This design comes from an exercise in tuning for small area, a short achievable clock period and few clock cycles on the open sky130 flow, not from production work.
The RTL was checked by simulation tests, not by an equivalence proof against the original design.
No activity file was given, so power comes from the tool's default toggle rates.

--- design/flow/run.sh ---
#!/bin/bash
# synth_recipe.tcl (not shown) runs the flow's synth.tcl, then flattens the netlist and writes it again
# the make line also repeats each setting of config.mk as NAME=value (left out here)
make -C /OpenROAD-flow-scripts/flow DESIGN_CONFIG=/design/flow/config.mk WORK_HOME=/design/flow/orfs CLKGATE_MAP_FILE= SYNTH_SCRIPT=/design/flow/synth_recipe.tcl finish
--- design/flow/config.mk ---
export PLATFORM = sky130hd
export DESIGN_NAME = RiscvSingleCycle_riscv_core
export DESIGN_NICKNAME = RiscvSingleCycle_riscv_core
export VERILOG_FILES = /design/flow/design.v
export SDC_FILE = /design/flow/constraint.sdc
export NUM_CORES = 4
export LEC_CHECK = 0
export CAP_MARGIN = 20
export CORE_MARGIN = 2
export CORE_UTILIZATION = 30
export PLACE_DENSITY = 0.4
export SLEW_MARGIN = 20
--- design/flow/constraint.sdc ---
create_clock -name core_clock -period 150.0 [get_ports {clk}]
set_input_delay 30.0000 -clock core_clock [delete_from_list [all_inputs] [get_ports {clk}]]
set_output_delay 30.0000 -clock core_clock [all_outputs]
set_load 0.01 [all_outputs]
--- design/flow/design.v ---
module RiscvSingleCycle_regfile (
    input var logic clk,
    input var logic rst,
    input  var logic [4-1:0]  rs1_addr,
    input  var logic [4-1:0]  rs2_addr,
    output var logic [32-1:0] rs1_data,
    output var logic [32-1:0] rs2_data,
    input var logic [4-1:0]  rd_addr,
    input var logic [32-1:0] rd_data,
    input var logic          we 
);
    logic [32-1:0] regs [0:16-1];
    always_comb rs1_data = ((rs1_addr == 0) ? ( 32'h0 ) : ( regs[rs1_addr] ));
    always_comb rs2_data = ((rs2_addr == 0) ? ( 32'h0 ) : ( regs[rs2_addr] ));
    always_ff @ (posedge clk, negedge rst) begin
        if (!rst) begin
            for (int unsigned i = 0; i < 16; i++) begin
                regs[i] <= 0;
            end
        end else begin
            if (we && rd_addr != 0) begin
                regs[rd_addr] <= rd_data;
            end
            regs[0] <= 0;
        end
    end
endmodule
module RiscvSingleCycle_mdu #(
    parameter bit ENABLE_MUL = 1,  
    parameter bit ENABLE_DIV = 1  
) (
    input  var logic [3-1:0]  op    ,  
    input  var logic [32-1:0] a     ,  
    input  var logic [32-1:0] b     ,  
    output var logic [32-1:0]  
     result
);
    localparam logic [3-1:0] OP_MUL    = 3'b000;  
    localparam logic [3-1:0] OP_MULH   = 3'b001;  
    localparam logic [3-1:0] OP_MULHSU = 3'b010;  
    localparam logic [3-1:0] OP_MULHU  = 3'b011;  
    localparam logic [3-1:0] OP_DIV    = 3'b100;  
    localparam logic [3-1:0] OP_DIVU   = 3'b101;  
    localparam logic [3-1:0] OP_REM    = 3'b110;  
    localparam logic [3-1:0] OP_REMU   = 3'b111;  
    localparam logic [8-1:0] MASK_MUL    = 1;  
    localparam logic [8-1:0] MASK_MULH   = 2;  
    localparam logic [8-1:0] MASK_MULHSU = 4;  
    localparam logic [8-1:0] MASK_MULHU  = 8;  
    localparam logic [8-1:0] MASK_DIV    = 16;  
    localparam logic [8-1:0] MASK_DIVU   = 32;  
    localparam logic [8-1:0] MASK_REM    = 64;  
    localparam logic [8-1:0] MASK_REMU   = 128;  
    logic [8-1:0] mul_one_hot;
    always_comb begin
        mul_one_hot = '0;
        case (op)
            OP_MUL: begin
                mul_one_hot = MASK_MUL;
            end
            OP_MULH: begin
                mul_one_hot = MASK_MULH;
            end
            OP_MULHSU: begin
                mul_one_hot = MASK_MULHSU;
            end
            OP_MULHU: begin
                mul_one_hot = MASK_MULHU;
            end
            OP_DIV: begin
                mul_one_hot = MASK_DIV;
            end
            OP_DIVU: begin
                mul_one_hot = MASK_DIVU;
            end
            OP_REM: begin
                mul_one_hot = MASK_REM;
            end
            OP_REMU: begin
                mul_one_hot = MASK_REMU;
            end
        endcase
    end
    logic [32-1:0] mdu_result;
    logic [32-1:0] mul_result;
    logic [32-1:0] div_result;
    if (ENABLE_MUL) begin :mul_gen
        logic [64-1:0] mul_full;
        logic [64-1:0] mula    ;
        logic [64-1:0] mulb    ;
        always_comb begin
            case (op)
                OP_MUL, OP_MULHU: begin
                    mula = {32'h0, a};
                    mulb = {32'h0, b};
                end
                OP_MULHSU: begin
                    mula = {{32{a[31]}}, a};
                    mulb = {32'h0, b};
                end
                OP_MULH: begin
                    mula = {{32{a[31]}}, a};
                    mulb = {{32{b[31]}}, b};
                end
                default: begin
                    mula = {32'h0, a};
                    mulb = {32'h0, b};
                end
            endcase
            mul_full = mula * mulb;
            case (op)
                OP_MUL: begin
                    mul_result = mul_full[31:0];
                end
                default: begin
                    mul_result = mul_full[63:32];
                end
            endcase
        end
    end else begin :mul_gen
        always_comb mul_result = 32'h0;
    end
    if (ENABLE_DIV) begin :div_gen
        logic [32-1:0] quotient ;
        logic [32-1:0] remainder;
        logic          a_neg    ;
        logic          b_neg    ;
        logic [32-1:0] a_mag    ;
        logic [32-1:0] b_mag    ;
        always_comb a_neg = ((op == OP_DIV) || (op == OP_REM)) && a[31];
        always_comb b_neg = ((op == OP_DIV) || (op == OP_REM)) && b[31];
        always_comb a_mag = ((a_neg) ? ( -a ) : ( a ));
        always_comb b_mag = ((b_neg) ? ( -b ) : ( b ));
        always_comb begin
            div_result = 32'h0;
            quotient   = 32'h0;
            remainder  = 32'h0;
            case (op)
                OP_DIV, OP_DIVU: begin
                    if (b == 0) begin
                        div_result = 32'hFFFFFFFF;
                    end else begin
                        quotient   = a_mag / b_mag;
                        div_result = (((a_neg ^ b_neg)) ? ( -quotient ) : ( quotient ));
                    end
                end
                OP_REM, OP_REMU: begin
                    if (b == 0) begin
                        div_result = a;
                    end else begin
                        remainder  = a_mag % b_mag;
                        div_result = ((a_neg) ? ( -remainder ) : ( remainder ));
                    end
                end
                default: begin
                    div_result = 32'h0;
                end
            endcase
        end
    end else begin :div_gen
        always_comb div_result = 32'h0;
    end
    always_comb begin
        case (op)
            OP_MUL, OP_MULH, OP_MULHSU, OP_MULHU: begin
                mdu_result = mul_result;
            end
            OP_DIV, OP_DIVU, OP_REM, OP_REMU: begin
                mdu_result = div_result;
            end
            default: begin
                mdu_result = 32'h0;
            end
        endcase
    end
    always_comb result = mdu_result;
endmodule
module RiscvSingleCycle_immgen (
    input  var logic [32-1:0] instruction,
    input  var logic [3-1:0]  imm_sel    ,
    output var logic [32-1:0] imm    
);
    localparam logic [3-1:0] IMM_I = 3'b000;  
    localparam logic [3-1:0] IMM_S = 3'b001;  
    localparam logic [3-1:0] IMM_B = 3'b010;  
    localparam logic [3-1:0] IMM_U = 3'b011;  
    localparam logic [3-1:0] IMM_J = 3'b100;  
    logic [32-1:0] imm_i;
    logic [32-1:0] imm_s;
    logic [32-1:0] imm_b;
    logic [32-1:0] imm_u;
    logic [32-1:0] imm_j;
    always_comb imm_i = {{20{instruction[31]}}, instruction[31:20]};
    always_comb imm_s = {{20{instruction[31]}}, instruction[31:25], instruction[11:7]};
    always_comb imm_b = {{19{instruction[31]}}, instruction[31], instruction[7], instruction[30:25], instruction[11:8], 1'b0};
    always_comb imm_u = {instruction[31:12], 12'h0};
    always_comb imm_j = {{11{instruction[31]}}, instruction[31], instruction[19:12], instruction[20], instruction[30:21], 1'b0};
    always_comb imm = ((imm_sel == IMM_I) ? (
        imm_i
    ) : (imm_sel == IMM_S) ? (
        imm_s
    ) : (imm_sel == IMM_B) ? (
        imm_b
    ) : (imm_sel == IMM_U) ? (
        imm_u
    ) : (imm_sel == IMM_J) ? (
        imm_j
    ) : (
        32'h0
    ));
endmodule
module RiscvSingleCycle_control #(
    parameter bit ENABLE_MUL      = 1,  
    parameter bit ENABLE_DIV      = 1,  
    parameter bit ENABLE_ADDER    = 1,  
    parameter bit ENABLE_SHIFTER  = 1,  
    parameter bit ENABLE_BRANCHES = 1  
) (
    input var logic          rst        ,  
    input var logic [32-1:0] instruction,
    output var logic         branch    ,
    output var logic         jump      ,
    output var logic         mem_read  ,
    output var logic         mem_write ,
    output var logic         mem_to_reg,
    output var logic         alu_src   ,
    output var logic [2-1:0] alu_a_src ,
    output var logic         reg_write ,
    output var logic [4-1:0] alu_op    ,
    output var logic [3-1:0] imm_sel   ,
    output var logic         mdu_en    ,  
    output var logic [3-1:0] funct3,
    output var logic [2-1:0] pc_src
);
    logic [7-1:0] opcode      ;
    logic [3-1:0] funct3_field;
    logic [7-1:0] funct7      ;
    always_comb opcode       = instruction[6:0];
    always_comb funct3_field = instruction[14:12];
    always_comb funct7       = instruction[31:25];
    localparam logic [7-1:0] OP_LUI    = 7'b0110111;
    localparam logic [7-1:0] OP_AUIPC  = 7'b0010111;
    localparam logic [7-1:0] OP_JAL    = 7'b1101111;
    localparam logic [7-1:0] OP_JALR   = 7'b1100111;
    localparam logic [7-1:0] OP_BRANCH = 7'b1100011;
    localparam logic [7-1:0] OP_LOAD   = 7'b0000011;
    localparam logic [7-1:0] OP_STORE  = 7'b0100011;
    localparam logic [7-1:0] OP_IMM    = 7'b0010011;
    localparam logic [7-1:0] OP_REG    = 7'b0110011;  
    localparam logic [4-1:0] ALU_ADD  = 4'b0000;
    localparam logic [4-1:0] ALU_SUB  = 4'b0001;
    localparam logic [4-1:0] ALU_SLL  = 4'b0010;
    localparam logic [4-1:0] ALU_SLT  = 4'b0011;
    localparam logic [4-1:0] ALU_SLTU = 4'b0100;
    localparam logic [4-1:0] ALU_XOR  = 4'b0101;
    localparam logic [4-1:0] ALU_SRL  = 4'b0110;
    localparam logic [4-1:0] ALU_SRA  = 4'b0111;
    localparam logic [4-1:0] ALU_OR   = 4'b1000;
    localparam logic [4-1:0] ALU_AND  = 4'b1001;
    localparam logic [3-1:0] IMM_I = 3'b000;
    localparam logic [3-1:0] IMM_S = 3'b001;
    localparam logic [3-1:0] IMM_B = 3'b010;
    localparam logic [3-1:0] IMM_U = 3'b011;
    localparam logic [3-1:0] IMM_J = 3'b100;
    localparam logic [2-1:0] PC_PLUS4  = 2'b00;
    localparam logic [2-1:0] PC_BRANCH = 2'b01;
    localparam logic [2-1:0] PC_JALR   = 2'b10;
    localparam logic [2-1:0] ALU_A_RS1  = 2'b00;
    localparam logic [2-1:0] ALU_A_PC   = 2'b01;
    localparam logic [2-1:0] ALU_A_ZERO = 2'b10;
    logic         ctrl_branch    ;
    logic         ctrl_jump      ;
    logic         ctrl_mem_read  ;
    logic         ctrl_mem_write ;
    logic         ctrl_mem_to_reg;
    logic         ctrl_alu_src   ;
    logic [2-1:0] ctrl_alu_a_src ;
    logic         ctrl_reg_write ;
    logic [4-1:0] ctrl_alu_op    ;
    logic [3-1:0] ctrl_imm_sel   ;
    logic [2-1:0] ctrl_pc_src    ;
    logic         ctrl_mdu_en    ;
    always_comb begin
        ctrl_branch     = 0;
        ctrl_jump       = 0;
        ctrl_mem_read   = 0;
        ctrl_mem_write  = 0;
        ctrl_mem_to_reg = 0;
        ctrl_alu_src    = 0;
        ctrl_alu_a_src  = ALU_A_RS1;
        ctrl_reg_write  = 0;
        ctrl_alu_op     = ALU_ADD;
        ctrl_imm_sel    = IMM_I;
        ctrl_pc_src     = PC_PLUS4;
        ctrl_mdu_en     = 0;
        case (opcode)
            OP_LUI: begin
                ctrl_reg_write = 1;
                ctrl_imm_sel   = IMM_U;
                ctrl_alu_src   = 1;
                ctrl_alu_a_src = ALU_A_ZERO;  
                ctrl_alu_op    = ALU_ADD;
            end
            OP_AUIPC: begin
                ctrl_reg_write = 1;
                ctrl_imm_sel   = IMM_U;
                ctrl_alu_src   = 1;
                ctrl_alu_a_src = ALU_A_PC;  
                ctrl_alu_op    = ALU_ADD;
            end
            OP_JAL: begin
                ctrl_jump      = 1;
                ctrl_reg_write = 1;
                ctrl_imm_sel   = IMM_J;
                ctrl_pc_src    = PC_BRANCH;
            end
            OP_JALR: begin
                ctrl_jump      = 1;
                ctrl_reg_write = 1;
                ctrl_imm_sel   = IMM_I;
                ctrl_alu_src   = 1;
                ctrl_pc_src    = PC_JALR;
            end
            OP_BRANCH: begin
                ctrl_branch  = 1;
                ctrl_imm_sel = IMM_B;
                ctrl_alu_op  = ALU_SUB;
            end
            OP_LOAD: begin
                ctrl_mem_read   = 1;
                ctrl_mem_to_reg = 1;
                ctrl_reg_write  = 1;
                ctrl_alu_src    = 1;
                ctrl_imm_sel    = IMM_I;
                ctrl_alu_op     = ALU_ADD;
            end
            OP_STORE: begin
                ctrl_mem_write = 1;
                ctrl_alu_src   = 1;
                ctrl_imm_sel   = IMM_S;
                ctrl_alu_op    = ALU_ADD;
            end
            OP_IMM: begin
                ctrl_reg_write = 1;
                ctrl_alu_src   = 1;
                ctrl_imm_sel   = IMM_I;
                case (funct3_field)
                    3'b000: ctrl_alu_op = ALU_ADD;  
                    3'b010: ctrl_alu_op = ALU_SLT;  
                    3'b011: ctrl_alu_op = ALU_SLTU;  
                    3'b100: ctrl_alu_op = ALU_XOR;  
                    3'b110: ctrl_alu_op = ALU_OR;  
                    3'b111: ctrl_alu_op = ALU_AND;  
                    3'b001: ctrl_alu_op = ALU_SLL;  
                    3'b101: begin
                        if (funct7[5]) begin
                            ctrl_alu_op = ALU_SRA;
                        end else begin
                            ctrl_alu_op = ALU_SRL;
                        end
                    end
                    default: ctrl_alu_op = ALU_ADD;
                endcase
            end
            OP_REG: begin
                ctrl_reg_write = 1;
                if (funct7 == 7'b0000001) begin
                    if ((ENABLE_MUL || ENABLE_DIV)) begin
                        ctrl_mdu_en = 1;
                    end else begin
                        ctrl_mdu_en = 0;  
                    end
                end else begin
                    ctrl_mdu_en = 0;
                    case (funct3_field)
                        3'b000: begin
                            if (funct7[5]) begin
                                ctrl_alu_op = ALU_SUB;
                            end else begin
                                ctrl_alu_op = ALU_ADD;
                            end
                        end
                        3'b001: ctrl_alu_op = ALU_SLL;  
                        3'b010: ctrl_alu_op = ALU_SLT;  
                        3'b011: ctrl_alu_op = ALU_SLTU;  
                        3'b100: ctrl_alu_op = ALU_XOR;  
                        3'b101: begin
                            if (funct7[5]) begin
                                ctrl_alu_op = ALU_SRA;
                            end else begin
                                ctrl_alu_op = ALU_SRL;
                            end
                        end
                        3'b110 : ctrl_alu_op = ALU_OR;  
                        3'b111 : ctrl_alu_op = ALU_AND;  
                        default: ctrl_alu_op = ALU_ADD;
                    endcase
                end
            end
            default: begin
            end
        endcase
    end
    always_comb branch     = ctrl_branch;
    always_comb jump       = ctrl_jump;
    always_comb mem_read   = ctrl_mem_read;
    always_comb mem_write  = ctrl_mem_write;
    always_comb mem_to_reg = ctrl_mem_to_reg;
    always_comb alu_src    = ctrl_alu_src;
    always_comb alu_a_src  = ctrl_alu_a_src;
    always_comb reg_write  = ctrl_reg_write;
    always_comb alu_op     = ctrl_alu_op;
    always_comb imm_sel    = ctrl_imm_sel;
    always_comb funct3     = funct3_field;
    always_comb pc_src     = ctrl_pc_src;
    always_comb mdu_en     = ctrl_mdu_en;
endmodule
module RiscvSingleCycle_branch_comp (
    input  var logic [32-1:0] a           ,
    input  var logic [32-1:0] b           ,
    input  var logic [3-1:0]  funct3      ,
    output var logic          branch_taken
);
    localparam logic [3-1:0] BEQ  = 3'b000;  
    localparam logic [3-1:0] BNE  = 3'b001;  
    localparam logic [3-1:0] BLT  = 3'b100;  
    localparam logic [3-1:0] BGE  = 3'b101;  
    localparam logic [3-1:0] BLTU = 3'b110;  
    localparam logic [3-1:0] BGEU = 3'b111;  
    logic                 taken   ;
    logic signed [32-1:0] a_signed;
    logic signed [32-1:0] b_signed;
    always_comb a_signed = a;
    always_comb b_signed = b;
    always_comb begin
        case (funct3)
            BEQ: begin
                taken = a == b;
            end
            BNE: begin
                taken = a != b;
            end
            BLT: begin
                taken = a_signed < b_signed;
            end
            BGE: begin
                taken = a_signed >= b_signed;
            end
            BLTU: begin
                taken = a < b;
            end
            BGEU: begin
                taken = a >= b;
            end
            default: begin
                taken = 0;
            end
        endcase
    end
    always_comb branch_taken = taken;
endmodule
module RiscvSingleCycle_alu #(
    parameter bit ENABLE_ADDER   = 1,  
    parameter bit ENABLE_SHIFTER = 1  
) (
    input  var logic [4-1:0]  op    ,
    input  var logic [32-1:0] a     ,
    input  var logic [32-1:0] b     ,
    output var logic [32-1:0] result,
    output var logic          zero  
);
    localparam logic [4-1:0] OP_ADD  = 4'b0000;
    localparam logic [4-1:0] OP_SUB  = 4'b0001;
    localparam logic [4-1:0] OP_SLL  = 4'b0010;
    localparam logic [4-1:0] OP_SLT  = 4'b0011;
    localparam logic [4-1:0] OP_SLTU = 4'b0100;
    localparam logic [4-1:0] OP_XOR  = 4'b0101;
    localparam logic [4-1:0] OP_SRL  = 4'b0110;
    localparam logic [4-1:0] OP_SRA  = 4'b0111;
    localparam logic [4-1:0] OP_OR   = 4'b1000;
    localparam logic [4-1:0] OP_AND  = 4'b1001;
    logic        [32-1:0] alu_result    ;
    logic        [32-1:0] adder_result  ;
    logic        [32-1:0] shifter_result;
    logic signed [32-1:0] a_signed      ;
    logic signed [32-1:0] b_signed      ;
    always_comb a_signed = a;
    always_comb b_signed = b;
    if (ENABLE_ADDER) begin :adder_gen
        logic signed [33-1:0] sub_result;  
        always_comb begin
            adder_result = 32'h0;
            sub_result   = 33'h0;
            case (op)
                OP_ADD: begin
                    adder_result = a + b;
                end
                OP_SUB: begin
                    adder_result = a - b;
                end
                OP_SLT: begin
                    sub_result   = {a_signed[31], a_signed} - {b_signed[31], b_signed};
                    adder_result = ((sub_result[32]) ? ( 32'h1 ) : ( 32'h0 ));
                end
                OP_SLTU: begin
                    adder_result = (((a < b)) ? ( 32'h1 ) : ( 32'h0 ));
                end
                default: begin
                    adder_result = 32'h0;
                end
            endcase
        end
    end else begin :adder_gen
        always_comb adder_result = 32'h0;
    end
    if (ENABLE_SHIFTER) begin :shifter_gen
        always_comb begin
            shifter_result = 32'h0;
            case (op)
                OP_SLL: begin
                    shifter_result = a << b[4:0];
                end
                OP_SRL: begin
                    shifter_result = a >> b[4:0];
                end
                OP_SRA: begin
                    shifter_result = a_signed >>> b[4:0];
                end
                default: begin
                    shifter_result = 32'h0;
                end
            endcase
        end
    end else begin :shifter_gen
        always_comb shifter_result = 32'h0;
    end
    always_comb begin
        case (op)
            OP_ADD, OP_SUB, OP_SLT, OP_SLTU: begin
                alu_result = adder_result;
            end
            OP_SLL, OP_SRL, OP_SRA: begin
                alu_result = shifter_result;
            end
            OP_XOR: begin
                alu_result = a ^ b;
            end
            OP_OR: begin
                alu_result = a | b;
            end
            OP_AND: begin
                alu_result = a & b;
            end
            default: begin
                alu_result = 32'h0;
            end
        endcase
    end
    always_comb result = alu_result;
    always_comb zero   = alu_result == 0;
endmodule
module RiscvSingleCycle_datapath #(
    parameter bit ENABLE_MUL      = 1,  
    parameter bit ENABLE_DIV      = 1,  
    parameter bit ENABLE_ADDER    = 1,  
    parameter bit ENABLE_SHIFTER  = 1,  
    parameter bit ENABLE_BRANCHES = 1  
) (
    input var logic clk,
    input var logic rst,
    output var logic [32-1:0] imem_addr ,
    input  var logic [32-1:0] imem_rdata,
    output var logic [32-1:0] dmem_addr ,
    output var logic [32-1:0] dmem_wdata,
    input  var logic [32-1:0] dmem_rdata,
    input var logic         branch    ,
    input var logic         jump      ,
    input var logic         mem_to_reg,
    input var logic         alu_src   ,
    input var logic [2-1:0] alu_a_src ,
    input var logic         reg_write ,
    input var logic [4-1:0] alu_op    ,
    input var logic [3-1:0] imm_sel   ,
    input var logic [3-1:0] funct3    ,
    input var logic [2-1:0] pc_src    ,
    input var logic          
     mdu_en
);
    localparam logic [2-1:0] PC_PLUS4  = 2'b00;
    localparam logic [2-1:0] PC_BRANCH = 2'b01;
    localparam logic [2-1:0] PC_JALR   = 2'b10;
    localparam logic [2-1:0] ALU_A_RS1  = 2'b00;
    localparam logic [2-1:0] ALU_A_PC   = 2'b01;
    localparam logic [2-1:0] ALU_A_ZERO = 2'b10;
    logic [32-1:0] pc       ;
    logic [32-1:0] pc_next  ;
    logic [32-1:0] pc_plus4 ;
    logic [32-1:0] pc_target;
    logic [32-1:0] instruction;
    logic [4-1:0]  rs1_addr   ;
    logic [4-1:0]  rs2_addr   ;
    logic [4-1:0]  rd_addr    ;
    logic [32-1:0] rs1_data;
    logic [32-1:0] rs2_data;
    logic [32-1:0] rd_data ;
    logic [32-1:0] imm;
    logic [32-1:0] alu_a     ;
    logic [32-1:0] alu_b     ;
    logic [32-1:0] alu_result;
    logic          alu_zero  ;
    logic [32-1:0] mdu_result;
    logic branch_taken;
    logic take_branch ;
    always_comb instruction = imem_rdata;
    always_comb imem_addr   = pc;
    always_comb rs1_addr = instruction[18:15];
    always_comb rs2_addr = instruction[23:20];
    always_comb rd_addr  = instruction[10:7];
    RiscvSingleCycle_regfile regfile_inst (
        .clk      (clk      ),
        .rst      (rst      ),
        .rs1_addr (rs1_addr ),
        .rs2_addr (rs2_addr ),
        .rs1_data (rs1_data ),
        .rs2_data (rs2_data ),
        .rd_addr  (rd_addr  ),
        .rd_data  (rd_data  ),
        .we       (reg_write)
    );
    RiscvSingleCycle_immgen immgen_inst (
        .instruction (instruction),
        .imm_sel     (imm_sel    ),
        .imm         (imm        )
    );
    always_comb begin
        case (alu_a_src)
            ALU_A_RS1: begin
                alu_a = rs1_data;
            end
            ALU_A_PC: begin
                alu_a = pc;
            end
            ALU_A_ZERO: begin
                alu_a = 32'h0;
            end
            default: begin
                alu_a = rs1_data;
            end
        endcase
    end
    always_comb alu_b = ((alu_src) ? ( imm ) : ( rs2_data ));
    RiscvSingleCycle_alu #(
        .ENABLE_ADDER   (ENABLE_ADDER  ),
        .ENABLE_SHIFTER (ENABLE_SHIFTER)
    ) alu_inst (
        .op     (alu_op    ),
        .a      (alu_a     ),
        .b      (alu_b     ),
        .result (alu_result),
        .zero   (alu_zero  )
    );
    RiscvSingleCycle_mdu #(
        .ENABLE_MUL (ENABLE_MUL),
        .ENABLE_DIV (ENABLE_DIV)
    ) mdu_inst (
        .op     (funct3    ),  
        .a      (rs1_data  ),  
        .b      (rs2_data  ),  
        .result (mdu_result)
    );
    RiscvSingleCycle_branch_comp branch_comp_inst (
        .a            (rs1_data    ),
        .b            (rs2_data    ),
        .funct3       (funct3      ),
        .branch_taken (branch_taken)
    );
    always_comb dmem_addr  = alu_result;
    always_comb dmem_wdata = rs2_data;
    logic [32-1:0] exec_result;
    always_comb exec_result = ((mdu_en) ? ( mdu_result ) : ( alu_result ));
    always_comb rd_data = ((jump) ? ( pc_plus4 ) : (mem_to_reg) ? ( dmem_rdata ) : ( exec_result ));
    always_comb pc_plus4  = pc + 4;
    always_comb pc_target = pc + imm;
    always_comb take_branch = branch & branch_taken;
    always_comb begin
        case (pc_src)
            PC_PLUS4: begin
                pc_next = ((take_branch) ? ( pc_target ) : ( pc_plus4 ));
            end
            PC_BRANCH: begin
                pc_next = pc_target;
            end
            PC_JALR: begin
                pc_next = alu_result & 32'hFFFFFFFE;
            end
            default: begin
                pc_next = pc_plus4;
            end
        endcase
    end
    always_ff @ (posedge clk, negedge rst) begin
        if (!rst) begin
            pc <= 0;
        end else begin
            pc <= pc_next;
        end
    end
endmodule
module RiscvSingleCycle_riscv_core #(
    parameter bit ENABLE_MUL      = 1,  
    parameter bit ENABLE_DIV      = 1,  
    parameter bit ENABLE_ADDER    = 1,  
    parameter bit ENABLE_SHIFTER  = 1,  
    parameter bit ENABLE_BRANCHES = 1  
) (
    input var logic clk,
    input var logic rst,  
    output var logic [32-1:0] imem_addr ,
    input  var logic [32-1:0] imem_rdata,
    output var logic [32-1:0] dmem_addr ,
    output var logic [32-1:0] dmem_wdata,
    input  var logic [32-1:0] dmem_rdata,
    output var logic          dmem_we   ,
    output var logic          dmem_re   
);
    logic         branch    ;
    logic         jump      ;
    logic         mem_read  ;
    logic         mem_write ;
    logic         mem_to_reg;
    logic         alu_src   ;
    logic [2-1:0] alu_a_src ;
    logic         reg_write ;
    logic [4-1:0] alu_op    ;
    logic [3-1:0] imm_sel   ;
    logic [3-1:0] funct3    ;
    logic [2-1:0] pc_src    ;
    logic         mdu_en    ;  
    logic [32-1:0] instruction;
    always_comb instruction = imem_rdata;
    RiscvSingleCycle_control #(
        .ENABLE_MUL      (ENABLE_MUL     ),
        .ENABLE_DIV      (ENABLE_DIV     ),
        .ENABLE_ADDER    (ENABLE_ADDER   ),
        .ENABLE_SHIFTER  (ENABLE_SHIFTER ),
        .ENABLE_BRANCHES (ENABLE_BRANCHES)
    ) control_inst (
        .rst         (rst        ),
        .instruction (instruction),
        .branch      (branch     ),
        .jump        (jump       ),
        .mem_read    (mem_read   ),
        .mem_write   (mem_write  ),
        .mem_to_reg  (mem_to_reg ),
        .alu_src     (alu_src    ),
        .alu_a_src   (alu_a_src  ),
        .reg_write   (reg_write  ),
        .alu_op      (alu_op     ),
        .imm_sel     (imm_sel    ),
        .mdu_en      (mdu_en     ),  
        .funct3      (funct3     ),
        .pc_src      (pc_src     )
    );
    RiscvSingleCycle_datapath #(
        .ENABLE_MUL      (ENABLE_MUL     ),
        .ENABLE_DIV      (ENABLE_DIV     ),
        .ENABLE_ADDER    (ENABLE_ADDER   ),
        .ENABLE_SHIFTER  (ENABLE_SHIFTER ),
        .ENABLE_BRANCHES (ENABLE_BRANCHES)
    ) datapath_inst (
        .clk        (clk       ),
        .rst        (rst       ),
        .imem_addr  (imem_addr ),
        .imem_rdata (imem_rdata),
        .dmem_addr  (dmem_addr ),
        .dmem_wdata (dmem_wdata),
        .dmem_rdata (dmem_rdata),
        .branch     (branch    ),
        .jump       (jump      ),
        .mem_to_reg (mem_to_reg),
        .alu_src    (alu_src   ),
        .alu_a_src  (alu_a_src ),
        .reg_write  (reg_write ),
        .alu_op     (alu_op    ),
        .imm_sel    (imm_sel   ),
        .funct3     (funct3    ),
        .pc_src     (pc_src    ),
        .mdu_en     (mdu_en      
        )    );
    always_comb dmem_we = mem_write;
    always_comb dmem_re = mem_read;
endmodule
==> run notes <==
DIE HEIGHT=643 um; CTS hold repair buffers=0; fin worst setup slack=6.63 ns; top_reg_cell synth=dfrtp_1; Slew HR=10.6%; Critical Path Max Stage Delay=0.89 ns; Overall Global Routing Usage=34.1%; leak pwr=62.7 nW; area growth from synthesis to layout=9.89%; flop-to-flop setup slack=37.21 ns; worst-path fanout max=53; CP Data Arrival Time=143.88 ns; Crit Path Class=primary input to flop; router iterations before antenna repair=6; Critical Path Start Type=primary input; largest net degree at the start of global routing=134; core area=406000 um2; Seq pwr share=5.4%; Finish-stage setup viols=0; sequential area share after synthesis=10.5%; Worst-path clk slew=0.07 ns; post-synthesis cell area=122000 um2; # rows=234; final period utilization=95.6%; Post-DP HPWL=568000 um; TritonCTS buffer count=61; CTS tree=done; syn nets=18.1k; Util after Layout=33.1%; Die ar.=413000 um2; CTS Sinks=512; Pwr Density=26.1 nW/um2; Final Hold Viols=0; CP max stage cell=o22a_1; setup_tns=0 ns; Int Power=1.21 mW; DR iter-0 viols=13.9k; post-CTS setup buffer count=0; GR Util met3=6.58%; initial antenna violation count=61; count of distinct cell types in the synthesized netlist=133; crit end category=flop; Initial Util=30.1%; Post-Syn Area per Cell=7.89 um2; Routed WL=723000 um; IO Count=164; root buffer cell=clkbuf_16; worst hold path class=flop to flop; DRC=0; vias=122k; FF+latch count, synth=512; clk_skew=0.0530 ns; status=complete, no violations; vias in the first global route=120k; fraction of layout instances using a drive strength above 1=7.98%; M2 GR Usage=53.6%; Top Usage Layer GRT=met2; clock latency (worst-skew pair)=0.72 ns; switching pwr=2.30 mW; measured slew at the worst slew-check pin=1.33 ns; Post-synth EDFFs=0; crit path time final=143.37 ns; WP data required=150.52 ns; Post-Syn Instances=15.5k; Slew Viols, Final=0; first-pass GRT wire length=995000 um; CP most frequent cell=o21ai_0; Fill cells=43.8k; asr flop ratio synth=100%; clk buf depth=3; Chip Width=643 um; GP Congestion=1.04; pre-CTS WS=6.02 ns; Routed WL per cell=34.6 um; Max Cap Viol=0; RSZ-0062 raised after global routing=false; VDD IR max=0.0000631 V; Nets=18.0k; Ys Warns=9; H-tree depth=2; sw frac=65.4%; vias per cell=5.85; routing usage on met1=43.2%; Antenna Nets Post-Route=0; combinational share of power=90.1%; number of buffers added on ports=163; WHS=0.491 ns; GR Overflow Total=0; Fmax=6.98 MHz; Clk pwr share=4.5%
final timing paths:
check                                                             from                                 endpoint  cells past startpoint
worst max-delay path                                    imem_rdata[22]   datapath_inst.regfile_inst.regs[7][22]                    414
max in group asynchronous                                          rst   datapath_inst.regfile_inst.regs[13][9]                      3
worst min register to register  datapath_inst.regfile_inst.regs[9][23]   datapath_inst.regfile_inst.regs[9][23]                      2
worst min-delay path            datapath_inst.regfile_inst.regs[9][23]   datapath_inst.regfile_inst.regs[9][23]                      2
min in group asynchronous                                          rst  datapath_inst.regfile_inst.regs[15][22]                      1
worst max register to register   datapath_inst.regfile_inst.regs[2][2]   datapath_inst.regfile_inst.regs[7][22]                    406
power groups by stage:
stage | sequential (mW) | combinational (mW) | clock (mW)
CTS | 0.189 | 3.07 | 0.159
global placement | 0.191 | 3.09 | 0
detailed placement | 0.191 | 3.05 | 0
global route | 0.190 | 3.31 | 0.165
floorplan | 0.176 | 1.77 | 0
finish | 0.190 | 3.16 | 0.158
worst max-delay path, delay by kind of cell:
kind | cells | cell delay [ns]
compound gates | 212 | 59.96
simple gates | 130 | 32.74
fa+ha+maj | 33 | 9.99
buf+inv | 34 | 8.82
mux | 4 | 1.68
xor+xnor | 1 | 0.15
stage by stage:
stage / area (um2) / power (mW) / std cells
6_report: 135000 / 3.51 / 20900
5_1_grt: 135000 / 3.67 / 20900
3_5_place_dp: 132000 / 3.24 / 20800
4_1_cts: 134000 / 3.42 / 20900
2_1_floorplan: 122000 / 1.94 / 15500
3_3_place_gp: 132000 / 3.28 / 20800
cell type report:
cell class,instances,area (um2),share of cell area [%]
tap,5428,6790,5.05
clock buffer,83,1750,1.30
sequential,512,12800,9.52
multi-input combinational,12400,101000,75.0
inverter,1726,6480,4.81
antenna,22,55.1,0.0409
clock inverter,29,280,0.208
timing repair buffer,669,5440,4.04
kinds of logic after synthesis:
group | Yosys count | share of synthesized area [%]
buffers and inverters | 2575 | 8.24
AND/OR/NAND/NOR | 5210 | 19.0
flip-flops | 512 | 10.5
multiplexers | 341 | 3.00
XOR/XNOR | 666 | 4.76
adder cells (fa/ha/maj) | 2499 | 34.4
AO/OA/AOI/OAI | 3717 | 20.1
timing repair:
action | 4_1_cts | 5_1_grt
setup endpoints to repair | 0 | 465
endpoints found under the hold margin | 0 | 0
gates resized for setup | 0 | 13
Yosys cell counts, types with 99 or more instances:
cell type  instances  area share, %
a22oi_1           99           0.61
mux2_2           155            1.4
nand2b_1         117           0.60
a31oi_1          149           0.76
nor2_1          1393            4.3
o21ai_1          138           0.56
xnor2_1          450            3.2
nor3_1           264            1.1
inv_1           1686            5.2
o31ai_1          107           0.66
ha_1            1055             11
o21ai_0          799            3.3
buf_1            122           0.37
clkbuf_1         597            1.8
mux2i_1          175            1.4
o211ai_1         107           0.66
nand2_1         2279            7.0
xor2_1           216            1.5
and2_1           108           0.55
a21o_1           178            1.1
nand3_1          296            1.2
fa_1            1444             24
a21oi_1          928            3.8
nor2b_1          152           0.78
o21a_1           156           0.96
dfrtp_1          512             10
flip-flops by register name (all words and copies together) (netlist names):
signal / cells
datapath_inst.regfile_inst.regs: 480
datapath_inst.pc: 32
layout by cell type (no fill, tap or decap), types with 429 or more instances in the layout:
| master | synthesis | routed |
|---|---|---|
| nand2_1 | 2279 | 2262 |
| buf_4 | 32 | 509 |
| o21ai_0 | 799 | 791 |
| xnor2_1 | 450 | 429 |
| fa_1 | 1444 | 1443 |
| a21oi_1 | 928 | 923 |
| dfrtp_1 | 512 | 512 |
| nor2_1 | 1393 | 1374 |
| ha_1 | 1055 | 1055 |
| inv_1 | 1686 | 1678 |
per-layer routing:
layer | vias to the layer above | wire [um]
li1 | 52600 | -
met1 | 61900 | 290000
met2 | 6051 | 320000
met3 | 1660 | 58500
met4 | 34 | 54700
met5 | - | 414
Testbench counts, summed over its fixed seeds: cycles 72,971.

afterwards: timing with drivers on the ports:
The flow's constraints put no driver on any port. The routed layout listed below was extracted and timed again, unchanged, in two steps. Step 1 assumes that a clkbuf_16 drives the clock port and a buf_2 every other input. Step 2 times the ports against the registers' clock, not the clock port: input delays grow and output delays shrink by t, the midpoint of the rising clock arrivals with the driver on. Slacks: ideal / step 1 / step 2; pairs: ideal / step 1.
t, ns: 0.762
setup slack, ns: 6.633 / 6.663 / 5.902
worst slew at a driven data input, ns: 0.13
After both steps setup and hold are still met in this run. The setup slack of this run moves by +0.030 ns with the drivers and by -0.731 ns with both steps.
